What follows belongs to an exercise in optimizing a design on an open flow for small area, a short achievable clock period and few clock cycles per item; a production flow would make more cautious choices. Only simulation tests tie the RTL to the original design; equivalence was not proved.

## the reference run
==> module ascon_fsm, before the edit <==
module ascon_fsm #(
    parameter int G_ROUNDS = 2
) (
    input  logic       clock,
    input  logic       reset_n,
    input  logic       i_sys_enable,
    input  logic       i_start,
    input  logic       i_data_valid,
    output logic       o_run,            
    output logic       o_run_n,          
    output logic       o_hold,           
    output logic       o_load,           
    output logic [3:0] o_round,          
    output logic       o_xor_data,       
    output logic       o_xor_key_hi,     
    output logic       o_xor_key_lo,     
    output logic       o_xor_lsb,        
    output logic [7:0] o_constant,       
    output logic       o_want,           
    output logic       o_valid_cipher,
    output logic       o_done
);
    logic       running;                 
    logic [2:0] block;                   
    logic       have;                    
    logic       n_running;
    logic [3:0] n_round;
    logic [2:0] n_block;
    logic       n_want;
    logic       n_have;
    logic       n_valid;
    logic       n_done;
    logic       last;
    logic       n_last;
    logic       n_final;
    assign last    = (o_round == 4'(12 - G_ROUNDS));
    assign n_last  = (n_round == 4'(12 - G_ROUNDS));
    assign n_final = (n_block == 3'd5);
    logic n_stall;                       
    logic n_absorb;                      
    assign n_stall  = n_running && n_last && !n_final && !n_have;
    assign n_absorb = n_running && n_last && !n_final && n_have;
    logic [3:0] next_round;
    assign next_round = last ? ((block == 3'd4) ? 4'd0 : 4'd6) : (o_round + 4'(G_ROUNDS));
    assign o_constant = o_load ? 8'hF0 : (o_run ? {~next_round, next_round} : 8'h00);
    always_comb begin
        n_running = running;
        n_round   = o_round;
        n_block   = block;
        n_want    = o_want;
        n_have    = have;
        n_valid   = 1'b0;
        n_done    = 1'b0;
        if (!i_sys_enable) begin
            n_running = 1'b0;
            n_want    = 1'b0;
            n_have    = 1'b0;
        end
        else if (!running) begin
            if (i_start) begin
                n_running = 1'b1;
                n_round   = 4'd0;
                n_block   = 3'd0;
                n_want    = 1'b1;
                n_have    = 1'b0;
            end
        end
        else begin
            if (o_want && i_data_valid) begin
                n_want = 1'b0;
                n_have = 1'b1;
            end
            if (!last) begin
                n_round = o_round + 4'(G_ROUNDS);
            end
            else if (block == 3'd5) begin
                n_running = 1'b0;
                n_done    = 1'b1;
            end
            else if (have) begin
                n_round = (block == 3'd4) ? 4'd0 : 4'd6;
                n_block = block + 3'd1;
                n_have  = 1'b0;
                n_want  = (block != 3'd4);
                n_valid = (block != 3'd0);
            end
        end
    end
    always_ff @(posedge clock or negedge reset_n) begin
        if (!reset_n) begin
            running        <= 1'b0;
            o_round        <= 4'd0;
            block          <= 3'd0;
            o_want         <= 1'b0;
            have           <= 1'b0;
            o_valid_cipher <= 1'b0;
            o_done         <= 1'b0;
            o_run          <= 1'b0;
            o_run_n        <= 1'b1;
            o_hold         <= 1'b0;
            o_load         <= 1'b1;
            o_xor_data     <= 1'b1;
            o_xor_key_hi   <= 1'b1;
            o_xor_key_lo   <= 1'b0;
            o_xor_lsb      <= 1'b0;
        end
        else begin
            running        <= n_running;
            o_round        <= n_round;
            block          <= n_block;
            o_want         <= n_want;
            have           <= n_have;
            o_valid_cipher <= n_valid;
            o_done         <= n_done;
            o_run          <= n_running && !n_stall;
            o_run_n        <= !n_running || n_stall;
            o_hold         <= n_stall;
            o_load         <= !n_running;
            o_xor_data     <= !n_running || (n_absorb);
            o_xor_key_hi   <= !n_running || (n_absorb && (n_block == 3'd4));
            o_xor_key_lo   <= n_running && n_last && ((n_absorb && (n_block == 3'd0)) || n_final);
            o_xor_lsb      <= n_absorb && (n_block == 3'd1);
        end
    end
endmodule
==> module permutation, before the edit <==
module permutation #(
    parameter int G_ROUNDS = 2
) (
    input  logic [319:0] i_state,
    input  logic [  3:0] i_round,
    input  logic         i_enable,     
    input  logic         i_enable_n,   
    output logic [319:0] o_state
);
    logic [320*(G_ROUNDS+1)-1:0] s;
    assign s[319:0] = i_state;
    for (genvar i = 0; i < G_ROUNDS; i++) begin : g_round
        logic [  3:0] r;
        logic [319:0] added;
        logic [319:0] substituted;
        logic [319:0] gated;
        if ((G_ROUNDS & (G_ROUNDS - 1)) == 0) begin : g_or
            assign r = i_round | 4'(i);
        end
        else begin : g_add
            assign r = i_round + 4'(i);
        end
        if (i == 0) begin : g_no_constant
            assign added = s[320*i+:320];
        end
        else begin : g_constant
            addition_layer addition_layer_i (
                .i_round(r),
                .i_state(s[320*i+:320]),
                .o_state(added)
            );
        end
        substitution_layer substitution_layer_i (
            .i_state(added),
            .o_state(substituted)
        );
        if (i == G_ROUNDS - 1) begin : g_gate
            assign gated = {substituted[319:128] & {192{i_enable}}, substituted[127:0] & ~{128{i_enable_n}}};
        end
        else begin : g_pass
            assign gated = substituted;
        end
        diffusion_layer diffusion_layer_i (
            .i_state(gated),
            .o_state(s[320*(i+1)+:320])
        );
    end
    assign o_state = s[320*G_ROUNDS+:320];
endmodule
==> module ascon, before the edit <==
module ascon
(
    input  logic         clock,
    input  logic         reset_n,
    input  logic         i_sys_enable,
    input  logic         i_start,
    input  logic         i_data_valid,
    input  logic [ 63:0] i_data,
    input  logic [127:0] i_key,
    input  logic [127:0] i_nonce,
    output logic [ 63:0] o_cipher,
    output logic [127:0] o_tag,
    output logic         o_valid_cipher,
    output logic         o_done,
    output logic         o_ready
);
    localparam int K = 1;   
    logic [319:0] state;
    logic [319:0] round_out;
    logic [319:0] mask;
    logic         run;
    logic         run_n;
    logic         hold;
    logic         load;
    logic [  3:0] round;
    logic         xor_data;
    logic         xor_key_hi;
    logic         xor_key_lo;
    logic         xor_lsb;
    logic [  7:0] constant;
    logic         want;
    logic         valid_q;
    logic         done_q;
    permutation #(.G_ROUNDS(K)) permutation_inst (
        .i_state(state),
        .i_round(round),
        .i_enable(run),
        .i_enable_n(run_n),
        .o_state(round_out)
    );
    assign mask = {
        (i_data & {64{xor_data}}) | (state[319:256] & {64{hold}}),
        (i_key & {128{xor_key_hi}}) | (state[255:128] & {128{hold}}),
        (i_key & {128{xor_key_lo}}) | (i_nonce & {128{load}}) | (state[127:0] & {128{hold}})
    } ^ {184'd0, constant, 127'd0, xor_lsb};
    always_ff @(posedge clock) begin
        state <= round_out ^ mask;
    end
    ascon_fsm #(.G_ROUNDS(K)) ascon_fsm_inst (
        .clock         (clock),
        .reset_n       (reset_n),
        .i_sys_enable  (i_sys_enable),
        .i_start       (i_start),
        .i_data_valid  (i_data_valid),
        .o_run         (run),
        .o_run_n       (run_n),
        .o_hold        (hold),
        .o_load        (load),
        .o_round       (round),
        .o_xor_data    (xor_data),
        .o_xor_key_hi  (xor_key_hi),
        .o_xor_key_lo  (xor_key_lo),
        .o_xor_lsb     (xor_lsb),
        .o_constant    (constant),
        .o_want        (want),
        .o_valid_cipher(valid_q),
        .o_done        (done_q)
    );
    assign o_cipher       = state[319:256];
    assign o_tag          = state[127:0];
    assign o_valid_cipher = valid_q;
    assign o_done         = done_q;
    assign o_ready        = want;
endmodule
export LEC_CHECK = 0
export CAP_MARGIN = 20
export CORE_MARGIN = 2
export CORE_UTILIZATION = 40
export SLEW_MARGIN = 20
export SETUP_SLACK_MARGIN = 6.8
export BUFFER_PORTS_ARGS = -buffer_cell sky130_fd_sc_hd__buf_1
export CTS_ARGS = -sink_clustering_enable -repair_clock_nets -dont_use_dummy_load -sink_clustering_size 16 -sink_clustering_max_diameter 100
create_clock -name core_clock -period 10.0 [get_ports {clock}]
standard.sh (not shown) runs the stock make flow with config.mk's settings and CLKGATE_MAP_FILE= SYNTH_SCRIPT=/design/flow/synth_recipe.tcl, a recipe that flattens the netlist after the stock synthesis.
==> flow/flow/run.sh <==
#!/bin/bash
# The standard layout (standard.sh) with these changes:
# - synthesis is synth_recipe.tcl with its ABC mapping script replaced by
#   flow/abc_area.script (an area-recovering mapping); everything else in
#   synthesis, the flip-flops included, is as in the standard synthesis,
#   except that no half or full adders are extracted (ADDER_MAP_FILE empty);
# - the port buffers are inserted as the smallest buffer (timing repair
#   upsizes them where needed);
# - clock tree synthesis inserts no dummy loads and uses larger sink clusters.
# Each tool's output goes to standard.log and ORFS's own logs under orfs/logs.
set -e
export MY_ABC_SCRIPT="$PWD/flow/abc_area.script"
{
  echo 'proc abc {args} { set i [lsearch -exact $args -script]; if {$i >= 0} { lset args [expr {$i + 1}] $::env(MY_ABC_SCRIPT) }; yosys abc {*}$args }'
  cat synth_recipe.tcl
} > my_synth.tcl
sed "s#SYNTH_SCRIPT=[^ ]*synth_recipe.tcl#SYNTH_SCRIPT=$PWD/my_synth.tcl#" standard.sh > my_standard.sh
grep -q "my_synth.tcl" my_standard.sh
echo "export SETUP_SLACK_MARGIN = 6.8" >> config.mk
echo "export BUFFER_PORTS_ARGS = -buffer_cell sky130_fd_sc_hd__buf_1" >> config.mk
echo "export CTS_ARGS = -sink_clustering_enable -repair_clock_nets -dont_use_dummy_load -sink_clustering_size 16 -sink_clustering_max_diameter 100" >> config.mk
echo "export ADDER_MAP_FILE =" >> config.mk
bash my_standard.sh > standard.log 2>&1
==> flow/flow/abc_area.script <==
strash
&get -n
&st
&dch
&nf -R 1000
&put
topo
stime -c
Testbench counts of the reference run, summed over its fixed seeds: cycles 9,416, messages 192.
Input changes introduced in the trial run (baseline for comparison: the reference run):
--- a/flow/design.v
+++ b/flow/design.v
@@ -7,9 +7,8 @@
     input  logic       i_sys_enable,
     input  logic       i_start,
     input  logic       i_data_valid,
     output logic       o_run,            
-    output logic       o_run_n,          
     output logic       o_hold,           
     output logic       o_load,           
     output logic [3:0] o_round,          
     output logic       o_xor_data,       
@@ -96,9 +95,8 @@
             have           <= 1'b0;
             o_valid_cipher <= 1'b0;
             o_done         <= 1'b0;
             o_run          <= 1'b0;
-            o_run_n        <= 1'b1;
             o_hold         <= 1'b0;
             o_load         <= 1'b1;
             o_xor_data     <= 1'b1;
             o_xor_key_hi   <= 1'b1;
@@ -113,9 +111,8 @@
             have           <= n_have;
             o_valid_cipher <= n_valid;
             o_done         <= n_done;
             o_run          <= n_running && !n_stall;
-            o_run_n        <= !n_running || n_stall;
             o_hold         <= n_stall;
             o_load         <= !n_running;
             o_xor_data     <= !n_running || (n_absorb);
             o_xor_key_hi   <= !n_running || (n_absorb && (n_block == 3'd4));
@@ -192,9 +189,8 @@
 ) (
     input  logic [319:0] i_state,
     input  logic [  3:0] i_round,
     input  logic         i_enable,     
-    input  logic         i_enable_n,   
     output logic [319:0] o_state
 );
     logic [320*(G_ROUNDS+1)-1:0] s;
     assign s[319:0] = i_state;
@@ -223,9 +219,9 @@
             .i_state(added),
             .o_state(substituted)
         );
         if (i == G_ROUNDS - 1) begin : g_gate
-            assign gated = {substituted[319:128] & {192{i_enable}}, substituted[127:0] & ~{128{i_enable_n}}};
+            assign gated = substituted & {320{i_enable}};
         end
         else begin : g_pass
             assign gated = substituted;
         end
@@ -257,9 +253,8 @@
     logic [319:0] state;
     logic [319:0] round_out;
     logic [319:0] mask;
     logic         run;
-    logic         run_n;
     logic         hold;
     logic         load;
     logic [  3:0] round;
     logic         xor_data;
@@ -273,9 +268,8 @@
     permutation #(.G_ROUNDS(K)) permutation_inst (
         .i_state(state),
         .i_round(round),
         .i_enable(run),
-        .i_enable_n(run_n),
         .o_state(round_out)
     );
     assign mask = {
         (i_data & {64{xor_data}}) | (state[319:256] & {64{hold}}),
@@ -291,9 +285,8 @@
         .i_sys_enable  (i_sys_enable),
         .i_start       (i_start),
         .i_data_valid  (i_data_valid),
         .o_run         (run),
-        .o_run_n       (run_n),
         .o_hold        (hold),
         .o_load        (load),
         .o_round       (round),
         .o_xor_data    (xor_data),
==> comparison <==
STATUS setup slack on the worst flop-to-flop path: the trial run wins against the reference run
Post-cts resize count for the trial run: about 11% down relative to the reference run
Compared with the reference run, in the trial run area growth from synthesis to layout lower; count of vias placed by the detailed router now sits lower; synthesized area fell about 1%.
Relative to the reference run, final worst-path cycle share decreased by 0.80 points in the trial run.
Delta (the trial run minus the reference run): clock-buffer cell count shrank by 3.8%; async set-or-reset flop fraction in the synthesized netlist has decreased; count of cell instances traversed by the critical path fell by 4; starting utilization of the core area grew by 0.21 points.
Testbench counts of the trial run, summed over its fixed seeds: cycles 9,416, messages 192.


The RTL this note starts from:
==> flow/design.v <==
`timescale 1ns / 1ps
module ascon_fsm #(
    parameter int G_ROUNDS = 2
) (
    input  logic       clock,
    input  logic       reset_n,
    input  logic       i_sys_enable,
    input  logic       i_start,
    input  logic       i_data_valid,
    output logic       o_run,            
    output logic       o_run_n,          
    output logic       o_hold,           
    output logic       o_load,           
    output logic [3:0] o_round,          
    output logic       o_xor_data,       
    output logic       o_xor_key_hi,     
    output logic       o_xor_key_lo,     
    output logic       o_xor_lsb,        
    output logic [7:0] o_constant,       
    output logic       o_want,           
    output logic       o_valid_cipher,
    output logic       o_done
);
    logic       running;                 
    logic [2:0] block;                   
    logic       have;                    
    logic       taken;                   
    logic       n_running;
    logic [3:0] n_round;
    logic [2:0] n_block;
    logic       n_want;
    logic       n_have;
    logic       n_taken;
    logic       n_valid;
    logic       n_done;
    logic       last;
    logic       n_last;
    logic       n_final;
    logic       n_stall;                 
    logic       n_absorb;                
    assign last     = (o_round == 4'(12 - G_ROUNDS));
    assign n_last   = (n_round == 4'(12 - G_ROUNDS));
    assign n_final  = (n_block == 3'd5);
    assign n_stall  = n_running && n_last && !n_final && !n_have;
    assign n_absorb = n_running && n_last && !n_final && n_have;
    logic [3:0] next_round;
    assign next_round = last ? ((block == 3'd4) ? 4'd0 : 4'd6) : (o_round + 4'(G_ROUNDS));
    assign o_constant = o_load ? 8'hF0 : (o_run ? {~next_round, next_round} : 8'h00);
    always_comb begin
        n_running = 1'b1;
        n_round   = o_round;
        n_block   = block;
        n_want    = o_want;
        n_have    = have || taken;
        n_taken   = 1'b0;
        n_valid   = 1'b0;
        n_done    = 1'b0;
        if (o_want && i_data_valid) begin
            n_want  = 1'b0;
            n_taken = 1'b1;
        end
        if (!last) begin
            n_round = o_round + 4'(G_ROUNDS);
        end
        else if (block == 3'd5) begin
            n_running = 1'b0;
            n_done    = 1'b1;
        end
        else if (have) begin
            n_round = (block == 3'd4) ? 4'd0 : 4'd6;
            n_block = block + 3'd1;
            n_have  = 1'b0;
            n_want  = (block != 3'd4);
            n_valid = (block != 3'd0);
        end
    end
    always_ff @(posedge clock or negedge reset_n) begin
        if (!reset_n) begin
            running        <= 1'b0;
            o_round        <= 4'd0;
            block          <= 3'd0;
            o_want         <= 1'b0;
            have           <= 1'b0;
            taken          <= 1'b0;
            o_valid_cipher <= 1'b0;
            o_done         <= 1'b0;
            o_run          <= 1'b0;
            o_run_n        <= 1'b1;
            o_hold         <= 1'b0;
            o_load         <= 1'b1;
            o_xor_data     <= 1'b1;
            o_xor_key_hi   <= 1'b1;
            o_xor_key_lo   <= 1'b0;
            o_xor_lsb      <= 1'b0;
        end
        else if (!i_sys_enable || (!running && !i_start)) begin
            running        <= 1'b0;
            o_round        <= 4'd0;
            block          <= 3'd0;
            o_want         <= 1'b0;
            have           <= 1'b0;
            taken          <= 1'b0;
            o_valid_cipher <= 1'b0;
            o_done         <= 1'b0;
            o_run          <= 1'b0;
            o_run_n        <= 1'b1;
            o_hold         <= 1'b0;
            o_load         <= 1'b1;
            o_xor_data     <= 1'b1;
            o_xor_key_hi   <= 1'b1;
            o_xor_key_lo   <= 1'b0;
            o_xor_lsb      <= 1'b0;
        end
        else if (!running) begin
            running        <= 1'b1;
            o_round        <= 4'd0;
            block          <= 3'd0;
            o_want         <= 1'b1;
            have           <= 1'b0;
            taken          <= 1'b0;
            o_valid_cipher <= 1'b0;
            o_done         <= 1'b0;
            o_run          <= 1'b1;
            o_run_n        <= 1'b0;
            o_hold         <= 1'b0;
            o_load         <= 1'b0;
            o_xor_data     <= 1'b0;
            o_xor_key_hi   <= 1'b0;
            o_xor_key_lo   <= 1'b0;
            o_xor_lsb      <= 1'b0;
        end
        else begin
            running        <= n_running;
            o_round        <= n_round;
            block          <= n_block;
            o_want         <= n_want;
            have           <= n_have;
            taken          <= n_taken;
            o_valid_cipher <= n_valid;
            o_done         <= n_done;
            o_run          <= n_running && !n_stall;
            o_run_n        <= !n_running || n_stall;
            o_hold         <= n_stall;
            o_load         <= !n_running;
            o_xor_data     <= !n_running || n_absorb;
            o_xor_key_hi   <= !n_running || (n_absorb && (n_block == 3'd4));
            o_xor_key_lo   <= n_running && n_last && ((n_absorb && (n_block == 3'd0)) || n_final);
            o_xor_lsb      <= n_absorb && (n_block == 3'd1);
        end
    end
endmodule
`timescale 1ns / 1ps
module addition_layer
(
    input  logic [  3:0] i_round,
    input  logic [319:0] i_state,
    output logic [319:0] o_state
);
    assign o_state[319:136] = i_state[319:136];
    assign o_state[135:128] = i_state[135:128] ^ {~i_round, i_round};
    assign o_state[127:0]   = i_state[127:0];
endmodule
`timescale 1ns / 1ps
module sbox
(
    input  logic [4:0] i_data,
    output logic [4:0] o_data
);
    logic a0, a1, a2, a3, a4;
    logic b0, b1, b2, b3, b4;
    assign a0 = i_data[4] ^ i_data[0];
    assign a1 = i_data[3];
    assign a2 = i_data[2] ^ i_data[3];
    assign a3 = i_data[1];
    assign a4 = i_data[0] ^ i_data[1];
    assign b0 = a0 ^ (~a1 & a2);
    assign b1 = a1 ^ (~a2 & a3);
    assign b2 = a2 ^ (~a3 & a4);
    assign b3 = a3 ^ (~a4 & a0);
    assign b4 = a4 ^ (~a0 & a1);
    assign o_data[4] = b0 ^ b4;
    assign o_data[3] = b1 ^ b0;
    assign o_data[2] = ~b2;
    assign o_data[1] = b3 ^ b2;
    assign o_data[0] = b4;
endmodule
`timescale 1ns / 1ps
module substitution_layer
(
    input  logic [319:0] i_state,
    output logic [319:0] o_state
);
    for (genvar i = 0; i < 64; i++) begin : g_sbox
        sbox sbox_i (
            .i_data({i_state[256+i], i_state[192+i], i_state[128+i], i_state[64+i], i_state[i]}),
            .o_data({o_state[256+i], o_state[192+i], o_state[128+i], o_state[64+i], o_state[i]})
        );
    end
endmodule
`timescale 1ns / 1ps
module diffusion_layer
(
    input  logic [319:0] i_state,
    output logic [319:0] o_state
);
    logic [63:0] x0, x1, x2, x3, x4;
    assign {x0, x1, x2, x3, x4} = i_state;
    assign o_state[319:256] = x0 ^ {x0[18:0], x0[63:19]} ^ {x0[27:0], x0[63:28]};
    assign o_state[255:192] = x1 ^ {x1[60:0], x1[63:61]} ^ {x1[38:0], x1[63:39]};
    assign o_state[191:128] = x2 ^ {x2[0], x2[63:1]} ^ {x2[5:0], x2[63:6]};
    assign o_state[127:64]  = x3 ^ {x3[9:0], x3[63:10]} ^ {x3[16:0], x3[63:17]};
    assign o_state[63:0]    = x4 ^ {x4[6:0], x4[63:7]} ^ {x4[40:0], x4[63:41]};
endmodule
`timescale 1ns / 1ps
module permutation #(
    parameter int G_ROUNDS = 2
) (
    input  logic [319:0] i_state,
    input  logic [  3:0] i_round,
    input  logic         i_enable,     
    input  logic         i_enable_n,   
    output logic [319:0] o_state
);
    logic [320*(G_ROUNDS+1)-1:0] s;
    assign s[319:0] = i_state;
    for (genvar i = 0; i < G_ROUNDS; i++) begin : g_round
        logic [  3:0] r;
        logic [319:0] added;
        logic [319:0] substituted;
        logic [319:0] gated;
        if ((G_ROUNDS & (G_ROUNDS - 1)) == 0) begin : g_or
            assign r = i_round | 4'(i);
        end
        else begin : g_add
            assign r = i_round + 4'(i);
        end
        if (i == 0) begin : g_no_constant
            assign added = s[320*i+:320];
        end
        else begin : g_constant
            addition_layer addition_layer_i (
                .i_round(r),
                .i_state(s[320*i+:320]),
                .o_state(added)
            );
        end
        substitution_layer substitution_layer_i (
            .i_state(added),
            .o_state(substituted)
        );
        if (i == G_ROUNDS - 1) begin : g_gate
            assign gated = {substituted[319:128] & {192{i_enable}}, substituted[127:0] & ~{128{i_enable_n}}};
        end
        else begin : g_pass
            assign gated = substituted;
        end
        diffusion_layer diffusion_layer_i (
            .i_state(gated),
            .o_state(s[320*(i+1)+:320])
        );
    end
    assign o_state = s[320*G_ROUNDS+:320];
endmodule
`timescale 1ns / 1ps
module ascon
(
    input  logic         clock,
    input  logic         reset_n,
    input  logic         i_sys_enable,
    input  logic         i_start,
    input  logic         i_data_valid,
    input  logic [ 63:0] i_data,
    input  logic [127:0] i_key,
    input  logic [127:0] i_nonce,
    output logic [ 63:0] o_cipher,
    output logic [127:0] o_tag,
    output logic         o_valid_cipher,
    output logic         o_done,
    output logic         o_ready
);
    localparam int K = 1;   
    logic [319:0] state;
    logic [319:0] round_out;
    logic [319:0] mask;
    logic         run;
    logic         run_n;
    logic         hold;
    logic         load;
    logic [  3:0] round;
    logic         xor_data;
    logic         xor_key_hi;
    logic         xor_key_lo;
    logic         xor_lsb;
    logic [  7:0] constant;
    logic         want;
    logic         valid_q;
    logic         done_q;
    permutation #(.G_ROUNDS(K)) permutation_inst (
        .i_state(state),
        .i_round(round),
        .i_enable(run),
        .i_enable_n(run_n),
        .o_state(round_out)
    );
    assign mask = {
        (i_data & {64{xor_data}}) | (state[319:256] & {64{hold}}),
        (i_key & {128{xor_key_hi}}) | (state[255:128] & {128{hold}}),
        (i_key & {128{xor_key_lo}}) | (i_nonce & {128{load}}) | (state[127:0] & {128{hold}})
    } ^ {184'd0, constant, 127'd0, xor_lsb};
    always_ff @(posedge clock) begin
        state <= round_out ^ mask;
    end
    ascon_fsm #(.G_ROUNDS(K)) ascon_fsm_inst (
        .clock         (clock),
        .reset_n       (reset_n),
        .i_sys_enable  (i_sys_enable),
        .i_start       (i_start),
        .i_data_valid  (i_data_valid),
        .o_run         (run),
        .o_run_n       (run_n),
        .o_hold        (hold),
        .o_load        (load),
        .o_round       (round),
        .o_xor_data    (xor_data),
        .o_xor_key_hi  (xor_key_hi),
        .o_xor_key_lo  (xor_key_lo),
        .o_xor_lsb     (xor_lsb),
        .o_constant    (constant),
        .o_want        (want),
        .o_valid_cipher(valid_q),
        .o_done        (done_q)
    );
    assign o_cipher       = state[319:256];
    assign o_tag          = state[127:0];
    assign o_valid_cipher = valid_q;
    assign o_done         = done_q;
    assign o_ready        = want;
endmodule
export LEC_CHECK = 0
export CAP_MARGIN = 20
export CORE_MARGIN = 2
export CORE_UTILIZATION = 40
export SLEW_MARGIN = 20
export SETUP_SLACK_MARGIN = 6.8
export BUFFER_PORTS_ARGS = -buffer_cell sky130_fd_sc_hd__buf_1
export CTS_ARGS = -sink_clustering_enable -repair_clock_nets -dont_use_dummy_load -sink_clustering_size 16 -sink_clustering_max_diameter 100
create_clock -name core_clock -period 10.0 [get_ports {clock}]
Scripts as last shown in full above: flow/flow/run.sh, flow/flow/abc_area.script
Testbench counts at the start, summed over its fixed seeds: cycles 9,416, messages 192.
Then changed:
--- a/flow/design.v
+++ b/flow/design.v
@@ -8,7 +8,6 @@
     input  logic       i_start,
     input  logic       i_data_valid,
     output logic       o_run,            
-    output logic       o_run_n,          
     output logic       o_hold,           
     output logic       o_load,           
     output logic [3:0] o_round,          
@@ -85,7 +84,6 @@
             o_valid_cipher <= 1'b0;
             o_done         <= 1'b0;
             o_run          <= 1'b0;
-            o_run_n        <= 1'b1;
             o_hold         <= 1'b0;
             o_load         <= 1'b1;
             o_xor_data     <= 1'b1;
@@ -103,7 +101,6 @@
             o_valid_cipher <= 1'b0;
             o_done         <= 1'b0;
             o_run          <= 1'b0;
-            o_run_n        <= 1'b1;
             o_hold         <= 1'b0;
             o_load         <= 1'b1;
             o_xor_data     <= 1'b1;
@@ -121,7 +118,6 @@
             o_valid_cipher <= 1'b0;
             o_done         <= 1'b0;
             o_run          <= 1'b1;
-            o_run_n        <= 1'b0;
             o_hold         <= 1'b0;
             o_load         <= 1'b0;
             o_xor_data     <= 1'b0;
@@ -139,7 +135,6 @@
             o_valid_cipher <= n_valid;
             o_done         <= n_done;
             o_run          <= n_running && !n_stall;
-            o_run_n        <= !n_running || n_stall;
             o_hold         <= n_stall;
             o_load         <= !n_running;
             o_xor_data     <= !n_running || n_absorb;
@@ -218,7 +213,6 @@
     input  logic [319:0] i_state,
     input  logic [  3:0] i_round,
     input  logic         i_enable,     
-    input  logic         i_enable_n,   
     output logic [319:0] o_state
 );
     logic [320*(G_ROUNDS+1)-1:0] s;
@@ -249,7 +243,7 @@
             .o_state(substituted)
         );
         if (i == G_ROUNDS - 1) begin : g_gate
-            assign gated = {substituted[319:128] & {192{i_enable}}, substituted[127:0] & ~{128{i_enable_n}}};
+            assign gated = substituted & {320{i_enable}};
         end
         else begin : g_pass
             assign gated = substituted;
@@ -283,7 +277,6 @@
     logic [319:0] round_out;
     logic [319:0] mask;
     logic         run;
-    logic         run_n;
     logic         hold;
     logic         load;
     logic [  3:0] round;
@@ -299,7 +292,6 @@
         .i_state(state),
         .i_round(round),
         .i_enable(run),
-        .i_enable_n(run_n),
         .o_state(round_out)
     );
     assign mask = {
@@ -317,7 +309,6 @@
         .i_start       (i_start),
         .i_data_valid  (i_data_valid),
         .o_run         (run),
-        .o_run_n       (run_n),
         .o_hold        (hold),
         .o_load        (load),
         .o_round       (round),
After rerunning: Non-clock buffer count came out lower by 1; worst setup slack gets better by 24 ps; utilization came out higher by 0.21 points; routed wire length went down by 0.41%; cell area falls by 1.1%; critical path depth goes down by 4; count of clock-buffer cells in the layout goes up by 1; sequential share of layout area is about the same.
Testbench counts after the change, summed over its fixed seeds: cycles 9,416, messages 192.

[port drivers added, routing unchanged]
Ports are ideal in the flow. The routed layouts listed here were re-timed in OpenROAD. Step 1 (the two cells are an assumption about what drives the block):
set clk [get_ports {clock}]
set_driving_cell -lib_cell sky130_fd_sc_hd__clkbuf_16 $clk
set_driving_cell -lib_cell sky130_fd_sc_hd__buf_2 [delete_from_list [all_inputs] $clk]
Step 2 times the ports against the registers' clock, not the clock port: input delays grow and output delays shrink by t, the midpoint of the rising clock arrivals with the driver on. a / b / c = ideal ports / drivers / drivers and shift; a / b = the first two.
| run | shift t [ns] | setup WS [ns] | hold WS [ns] |
|---|---|---|---|
| the reference run | 0.663 | 6.716 / 6.716 / 6.196 | 0.559 / 0.559 / 0.559 |
| the trial run | 0.645 | 6.796 / 6.730 / 6.235 | 0.574 / 0.574 / 0.574 |
| the first run of note 2 | 0.659 | 6.764 / 6.727 / 6.310 | 0.542 / 0.542 / 0.542 |
| the second run of note 2 | 0.660 | 6.789 / 6.722 / 6.185 | 0.534 / 0.534 / 0.534 |
After both steps setup and hold are still met in every run listed. For the second run of note 2, which loses most, drivers alone change the setup slack by -0.067 ns; drivers and shift together by -0.604 ns.
